This design comes from an exercise in tuning for small area, a short achievable clock period and few clock cycles on the open sky130 flow, not from production work. RTL that was checked went through simulation tests only; none was proved equivalent to the original.

==> quartz <==
==> flow/design.v <==
`timescale 1ns/1ns
module risc_v(clk, rst, imem_addr, imem_rdata, dmem_addr, dmem_wdata, dmem_we, dmem_rdata);
    input clk, rst;
    output [31:0] imem_addr;
    input  [31:0] imem_rdata;
    output [31:0] dmem_addr;
    output [31:0] dmem_wdata;
    output dmem_we;
    input  [31:0] dmem_rdata;
    reg  [31:0] pc_f;
    reg  [31:0] ir;       
    reg  [31:0] pc_x;     
    reg         v_x;      
    wire [31:0] fi = imem_rdata;
    wire f_jal  = (fi[6:2] == 5'b11011);
    wire f_bbak = (fi[6:2] == 5'b11000) & fi[31];
    wire [31:0] f_imm = f_jal ? {{12{fi[31]}}, fi[19:12], fi[20], fi[30:21], 1'b0}
                              : {{20{fi[31]}}, fi[7], fi[30:25], fi[11:8], 1'b0};
    wire [31:0] f_target = pc_f + f_imm;
    wire [31:0] f_seq    = pc_f + 32'd4;
    wire [31:0] f_next   = (f_jal | f_bbak) ? f_target : f_seq;
    assign imem_addr = pc_f;
    wire [4:0] rs1 = ir[19:15];
    wire [4:0] rs2 = ir[24:20];
    wire [4:0] rd  = ir[11:7];
    wire [2:0] f3  = ir[14:12];
    wire is_r    = (ir[6:2] == 5'b01100);
    wire is_i    = (ir[6:2] == 5'b00100);
    wire is_ld   = (ir[6:2] == 5'b00000);
    wire is_st   = (ir[6:2] == 5'b01000);
    wire is_br   = (ir[6:2] == 5'b11000);
    wire is_lui  = (ir[6:2] == 5'b01101);
    wire is_jal  = (ir[6:2] == 5'b11011);
    wire is_jalr = (ir[6:2] == 5'b11001);
    wire [31:0] imm_i = {{20{ir[31]}}, ir[31:20]};
    wire [31:0] imm_s = {{20{ir[31]}}, ir[31:25], ir[11:7]};
    wire [31:0] imm_b = {{20{ir[31]}}, ir[7], ir[30:25], ir[11:8], 1'b0};
    wire [31:0] imm_u = {ir[31:12], 12'd0};
    reg  [31:0] rf [1:31];
    wire [31:0] a = (rs1 == 5'd0) ? 32'd0 : rf[rs1];
    wire [31:0] b = (rs2 == 5'd0) ? 32'd0 : rf[rs2];
    wire [31:0] opb = is_r ? b : (is_st ? imm_s : imm_i);
    wire        sub = is_r & ir[30];
    wire [31:0] sum = sub ? (a - opb) : (a + opb);
    wire        lt  = $signed(a) < $signed(opb);
    wire        ltu = a < opb;
    reg [31:0] alu;
    always @(*) begin
        case (f3)
            3'b010:  alu = {31'd0, lt};
            3'b011:  alu = {31'd0, ltu};
            3'b100:  alu = a ^ opb;
            3'b110:  alu = a | opb;
            3'b111:  alu = a & opb;
            default: alu = sum;
        endcase
    end
    wire [31:0] link = pc_x + 32'd4;
    wire [31:0] wd = is_ld ? dmem_rdata :
                     is_lui ? imm_u :
                     (is_jal | is_jalr) ? link : alu;
    wire rf_we = v_x & (is_r | is_i | is_ld | is_lui | is_jal | is_jalr) & (rd != 5'd0);
    always @(posedge clk) begin
        if (rf_we) rf[rd] <= wd;
    end
    wire b_eq = (a == b);
    wire b_lt = $signed(a) < $signed(b);
    reg  cond;
    always @(*) begin
        case ({f3[2], f3[0]})
            2'b00: cond = b_eq;
            2'b01: cond = ~b_eq;
            2'b10: cond = b_lt;
            default: cond = ~b_lt;
        endcase
    end
    wire redirect = v_x & (is_jalr | (is_br & (cond != ir[31])));
    wire [31:0] x_target = is_jalr ? sum : (ir[31] ? link : (pc_x + imm_b));
    assign dmem_addr  = sum;
    assign dmem_wdata = b;
    assign dmem_we    = v_x & is_st;
    always @(posedge clk or posedge rst) begin
        if (rst) begin
            pc_f <= 32'd0;
            v_x  <= 1'b0;
        end else begin
            pc_f <= redirect ? x_target : f_next;
            v_x  <= ~redirect;
        end
    end
    always @(posedge clk) begin
        ir   <= fi;
        pc_x <= pc_f;
    end
endmodule
==> flow/run.sh <==
#!/bin/bash
# synth_recipe.tcl (not shown) runs the flow's synth.tcl, then flattens the netlist and writes it again
# the make line also repeats each setting of config.mk as NAME=value (left out here)
make -C /OpenROAD-flow-scripts/flow DESIGN_CONFIG=/design/flow/config.mk WORK_HOME=/design/flow/orfs CLKGATE_MAP_FILE= SYNTH_SCRIPT=/design/flow/synth_recipe.tcl finish
==> flow/config.mk <==
export PLATFORM = sky130hd
export DESIGN_NAME = risc_v
export DESIGN_NICKNAME = risc_v
export VERILOG_FILES = /design/flow/design.v
export SDC_FILE = /design/flow/constraint.sdc
export NUM_CORES = 4
export LEC_CHECK = 0
export CAP_MARGIN = 20
export CORE_MARGIN = 2
export CORE_UTILIZATION = 40
export SLEW_MARGIN = 20
==> flow/constraint.sdc <==
create_clock -name core_clock -period 10.0 [get_ports {clk}]
set_input_delay 2.0000 -clock core_clock [delete_from_list [all_inputs] [get_ports {clk}]]
set_output_delay 2.0000 -clock core_clock [all_outputs]
set_load 0.01 [all_outputs]
==> onyx (differences from quartz) <==
==> flow/design.v (replaced) <==
`timescale 1ns/1ns
module risc_v(clk, rst, imem_addr, imem_rdata, dmem_addr, dmem_wdata, dmem_we, dmem_rdata);
    input clk, rst;
    output [31:0] imem_addr;
    input  [31:0] imem_rdata;
    output [31:0] dmem_addr;
    output [31:0] dmem_wdata;
    output dmem_we;
    input  [31:0] dmem_rdata;
    reg  [31:0] pc_f;
    wire [31:0] fi = imem_rdata;
    wire f_jal  = (fi[6:2] == 5'b11011);
    wire f_br   = (fi[6:2] == 5'b11000);
    wire f_pred = f_jal | (f_br & fi[31]);
    wire [11:0] f_off = f_jal ? {fi[20], fi[30:21], 1'b0} : {fi[7], fi[30:25], fi[11:8], 1'b0};
    wire [12:0] f_lo  = {1'b0, pc_f[11:0]} + {1'b0, f_off};
    wire f_ok = f_jal ? (f_lo[12] ? ({fi[31], fi[19:12]} == 9'h1ff) : ({fi[31], fi[19:12]} == 9'h000))
                      : (f_lo[12] == fi[31]);
    wire [31:0] f_seq  = pc_f + 32'd4;
    wire [31:0] f_next = f_pred ? {pc_f[31:12], f_lo[11:0]} : f_seq;
    assign imem_addr = pc_f;
    reg  [31:0] ir;
    reg  [31:0] pc_x;
    reg         v_x;
    reg         bad_x;    
    wire [4:0] rs1 = ir[19:15];
    wire [4:0] rs2 = ir[24:20];
    wire [4:0] rd  = ir[11:7];
    wire [2:0] f3  = ir[14:12];
    wire is_r    = (ir[6:2] == 5'b01100);
    wire is_i    = (ir[6:2] == 5'b00100);
    wire is_ld   = (ir[6:2] == 5'b00000);
    wire is_st   = (ir[6:2] == 5'b01000);
    wire is_br   = (ir[6:2] == 5'b11000);
    wire is_lui  = (ir[6:2] == 5'b01101);
    wire is_jal  = (ir[6:2] == 5'b11011);
    wire is_jalr = (ir[6:2] == 5'b11001);
    wire [31:0] imm_i = {{20{ir[31]}}, ir[31:20]};
    wire [31:0] imm_s = {{20{ir[31]}}, ir[31:25], ir[11:7]};
    wire [31:0] imm_b = {{20{ir[31]}}, ir[7], ir[30:25], ir[11:8], 1'b0};
    wire [31:0] imm_j = {{12{ir[31]}}, ir[19:12], ir[20], ir[30:21], 1'b0};
    wire [31:0] imm_u = {ir[31:12], 12'd0};
    reg  [31:0] res_m, wdata_m;
    reg  [4:0]  rd_m;
    reg         we_m, ld_m, st_m;
    wire [31:0] wd_m = ld_m ? dmem_rdata : res_m;
    reg  [31:0] rf [1:31];
    reg  [31:0] a, b;
    wire fwd_a = we_m & (rd_m == rs1);
    wire fwd_b = we_m & (rd_m == rs2);
    integer k;
    always @(*) begin
        a = {32{fwd_a}} & wd_m;
        b = {32{fwd_b}} & wd_m;
        for (k = 1; k < 32; k = k + 1) begin
            a = a | ({32{(rs1 == k) & ~fwd_a}} & rf[k]);
            b = b | ({32{(rs2 == k) & ~fwd_b}} & rf[k]);
        end
    end
    wire        addsub = is_ld | is_st | is_jalr | (f3 == 3'b000);
    wire [31:0] opb = (is_r | is_br) ? b : (is_st ? imm_s : imm_i);
    wire        neg = is_br | (~addsub & f3[1]) | (is_r & ir[30] & (f3 == 3'b000));
    wire [32:0] d   = {1'b0, a} + {1'b0, opb ^ {32{neg}}} + {32'd0, neg};
    wire [31:0] x   = a ^ opb;
    wire        ltu = ~d[32];
    wire        lt  = (a[31] ^ opb[31]) ? a[31] : d[31];
    wire        eq  = (x == 32'd0);
    reg [31:0] alu;
    always @(*) begin
        if (addsub) alu = d[31:0];
        else case (f3)
            3'b010:  alu = {31'd0, lt};
            3'b011:  alu = {31'd0, ltu};
            3'b100:  alu = x;
            3'b110:  alu = a | opb;
            3'b111:  alu = a & opb;
            default: alu = d[31:0];
        endcase
    end
    wire [31:0] pc4 = pc_x + 32'd4;
    wire [31:0] tgt = pc_x + (is_jal ? imm_j : imm_b);
    wire [31:0] res = (is_jal | is_jalr) ? pc4 : (is_lui ? imm_u : alu);
    wire        x_we = v_x & (is_r | is_i | is_ld | is_lui | is_jal | is_jalr) & (rd != 5'd0);
    reg  cond;
    always @(*) begin
        case ({f3[2], f3[0]})
            2'b00: cond = eq;
            2'b01: cond = ~eq;
            2'b10: cond = lt;
            default: cond = ~lt;
        endcase
    end
    wire redirect = v_x & (is_jalr | (is_jal & bad_x) |
                           (is_br & (ir[31] ? (~cond | bad_x) : cond)));
    wire [31:0] x_target = is_jalr ? d[31:0] : ((is_br & ~cond) ? pc4 : tgt);
    assign dmem_addr  = res_m;
    assign dmem_wdata = wdata_m;
    assign dmem_we    = st_m;
    always @(posedge clk) begin
        if (we_m) rf[rd_m] <= wd_m;
    end
    always @(posedge clk or posedge rst) begin
        if (rst) begin
            pc_f <= 32'd0;
            v_x  <= 1'b0;
            we_m <= 1'b0;
            ld_m <= 1'b0;
            st_m <= 1'b0;
        end else begin
            pc_f <= redirect ? x_target : f_next;
            v_x  <= ~redirect;
            we_m <= x_we;
            ld_m <= v_x & is_ld;
            st_m <= v_x & is_st;
        end
    end
    always @(posedge clk) begin
        ir      <= fi;
        pc_x    <= pc_f;
        bad_x   <= f_pred & ~f_ok;
        res_m   <= res;
        wdata_m <= b;
        rd_m    <= rd;
    end
endmodule
Settings changed: SETUP_SLACK_MARGIN set to 4.
==> nickel (differences from quartz) <==
==> flow/design.v (replaced) <==
`timescale 1ns/1ns
module risc_v(clk, rst, imem_addr, imem_rdata, dmem_addr, dmem_wdata, dmem_we, dmem_rdata);
    input clk, rst;
    output [31:0] imem_addr;
    input  [31:0] imem_rdata;
    output [31:0] dmem_addr;
    output [31:0] dmem_wdata;
    output dmem_we;
    input  [31:0] dmem_rdata;
    reg  [31:0] pc_f;
    wire [31:0] fi = imem_rdata;
    wire f_jal  = (fi[6:2] == 5'b11011);
    wire f_br   = (fi[6:2] == 5'b11000);
    wire f_pred = f_jal | (f_br & fi[31]);
    wire [11:0] f_off = f_jal ? {fi[20], fi[30:21], 1'b0} : {fi[7], fi[30:25], fi[11:8], 1'b0};
    wire [12:0] f_lo  = {1'b0, pc_f[11:0]} + {1'b0, f_off};
    wire f_ok = f_jal ? (f_lo[12] ? ({fi[31], fi[19:12]} == 9'h1ff) : ({fi[31], fi[19:12]} == 9'h000))
                      : (f_lo[12] == fi[31]);
    wire [31:0] f_seq  = pc_f + 32'd4;
    wire [31:0] f_next = f_pred ? {pc_f[31:12], f_lo[11:0]} : f_seq;
    assign imem_addr = pc_f;
    reg  [31:0] ir;
    reg  [31:0] pc_x;
    reg         v_x;
    reg         bad_x;    
    wire [4:0] rs1 = ir[19:15];
    wire [4:0] rs2 = ir[24:20];
    wire [4:0] rd  = ir[11:7];
    wire [2:0] f3  = ir[14:12];
    wire is_r    = (ir[6:2] == 5'b01100);
    wire is_i    = (ir[6:2] == 5'b00100);
    wire is_ld   = (ir[6:2] == 5'b00000);
    wire is_st   = (ir[6:2] == 5'b01000);
    wire is_br   = (ir[6:2] == 5'b11000);
    wire is_lui  = (ir[6:2] == 5'b01101);
    wire is_jal  = (ir[6:2] == 5'b11011);
    wire is_jalr = (ir[6:2] == 5'b11001);
    wire [31:0] imm_i = {{20{ir[31]}}, ir[31:20]};
    wire [31:0] imm_s = {{20{ir[31]}}, ir[31:25], ir[11:7]};
    wire [31:0] imm_b = {{20{ir[31]}}, ir[7], ir[30:25], ir[11:8], 1'b0};
    wire [31:0] imm_j = {{12{ir[31]}}, ir[19:12], ir[20], ir[30:21], 1'b0};
    wire [31:0] imm_u = {ir[31:12], 12'd0};
    reg  [31:0] res_m, wdata_m;
    reg  [4:0]  rd_m;
    reg         we_m, ld_m, st_m;
    wire [31:0] wd_m = ld_m ? dmem_rdata : res_m;
    reg  [31:0] rf [1:31];
    reg  [31:0] a, b;
    wire fwd_a = we_m & (rd_m == rs1);
    wire fwd_b = we_m & (rd_m == rs2);
    integer k;
    always @(*) begin
        a = {32{fwd_a}} & wd_m;
        b = {32{fwd_b}} & wd_m;
        for (k = 1; k < 32; k = k + 1) begin
            a = a | ({32{(rs1 == k) & ~fwd_a}} & rf[k]);
            b = b | ({32{(rs2 == k) & ~fwd_b}} & rf[k]);
        end
    end
    wire        addsub = is_ld | is_st | is_jalr | (f3 == 3'b000);
    wire [31:0] opb = (is_r | is_br) ? b : (is_st ? imm_s : imm_i);
    wire        neg = is_br | (~addsub & f3[1]) | (is_r & ir[30] & (f3 == 3'b000));
    wire [32:0] d   = {1'b0, a} + {1'b0, opb ^ {32{neg}}} + {32'd0, neg};
    wire [31:0] x   = a ^ opb;
    wire        ltu = ~d[32];
    wire        lt  = (a[31] ^ opb[31]) ? a[31] : d[31];
    wire        eq  = (x == 32'd0);
    reg [31:0] alu;
    always @(*) begin
        if (addsub) alu = d[31:0];
        else case (f3)
            3'b010:  alu = {31'd0, lt};
            3'b011:  alu = {31'd0, ltu};
            3'b100:  alu = x;
            3'b110:  alu = a | opb;
            3'b111:  alu = a & opb;
            default: alu = d[31:0];
        endcase
    end
    wire [31:0] pc4 = pc_x + 32'd4;
    wire [31:0] tgt = pc_x + (is_jal ? imm_j : imm_b);
    wire [31:0] res = (is_jal | is_jalr) ? pc4 : (is_lui ? imm_u : alu);
    wire        x_we = v_x & (is_r | is_i | is_ld | is_lui | is_jal | is_jalr) & (rd != 5'd0);
    reg  cond;
    always @(*) begin
        case ({f3[2], f3[0]})
            2'b00: cond = eq;
            2'b01: cond = ~eq;
            2'b10: cond = lt;
            default: cond = ~lt;
        endcase
    end
    wire redirect = v_x & (is_jalr | (is_jal & bad_x) |
                           (is_br & (ir[31] ? (~cond | bad_x) : cond)));
    wire [31:0] x_target = is_jalr ? d[31:0] : ((is_br & ~cond) ? pc4 : tgt);
    assign dmem_addr  = res_m;
    assign dmem_wdata = wdata_m;
    assign dmem_we    = st_m;
    always @(posedge clk) begin
        if (we_m) rf[rd_m] <= wd_m;
    end
    always @(posedge clk or posedge rst) begin
        if (rst) begin
            pc_f <= 32'd0;
            v_x  <= 1'b0;
            we_m <= 1'b0;
            ld_m <= 1'b0;
            st_m <= 1'b0;
        end else begin
            pc_f <= redirect ? x_target : f_next;
            v_x  <= ~redirect;
            we_m <= x_we;
            ld_m <= v_x & is_ld;
            st_m <= v_x & is_st;
        end
    end
    always @(posedge clk) begin
        ir      <= fi;
        pc_x    <= pc_f;
        bad_x   <= f_pred & ~f_ok;
        res_m   <= res;
        wdata_m <= b;
        rd_m    <= rd;
    end
endmodule
==> run notes <==
The flow ran to the end and the layout has no timing, DRC or antenna violations. The maximum achievable frequency came out at ~100 MHz. The synthesized netlist cell count is ~4500. At the later pin of the worst-skew pair, clock insertion delay measures between 700 and 800 ps. For this run, global-route usage on met2 was measured as approximately two fifths. In this run, CTS created clock tree buffers numbering ~110. The total clock sinks is approximately 1100.
-- figures above: quartz

==> run notes <==
For this run, the top clock speed supported by timing is 145.5 MHz. The flow ran to the end and the layout has no timing, DRC or antenna violations. The synthesized netlist cell count is between 4000 and 5000.

The total CTS buffers is 116. For this run, global-route usage on met2 was measured as 55.71%. The clock insertion delay at the later pin of the skew report came out at 800 ps.
-- figures above: onyx

==> run notes <==
The maximum achievable frequency came out at about 110 MHz. The flow ran to the end and the layout has no timing, DRC or antenna violations. The total clock sinks came out at 1160. The synthesized netlist cell count came out at between 4000 and 5000.

The later pin in the worst-skew pair is clocked with a latency of 790 ps.
-- figures above: nickel

Testbench counts of quartz, summed over its fixed seeds: cycles 30,804.
The RTL of onyx and nickel was laid out without a check of its function.

-- separate check: timing with driven ports --
How much do the figures lean on ideal ports? The routed layouts below were timed once more, with nothing changed but the port constraints.
Step 1: set_driving_cell puts a clkbuf_16 on clk and a buf_2 on each other input, an assumption about the parent block.
Step 2 adds t to the input delays and takes it off the output delays; t is the mean of the earliest and latest rising clock arrival at the registers after step 1. Input paths then give back, and output paths get back, about the clock's delay inside the block.
Three values: no drivers, after step 1, after step 2; two values: the first two.
| run | t, ns | setup slack, ns | hold slack, ns |
|---|---|---|---|
| quartz | 0.818 | 0.393 / 0.317 / 1.135 | 0.410 / 0.410 / 0.410 |
| onyx | 0.844 | 3.129 / 3.129 / 2.455 | 0.411 / 0.411 / 0.411 |
| nickel | 0.834 | 1.177 / 1.177 / 0.950 | 0.427 / 0.427 / 0.427 |
After both steps every run listed still meets setup and hold. For onyx, which loses most, drivers alone change the setup slack by 0.000 ns; drivers and shift together by -0.674 ns.
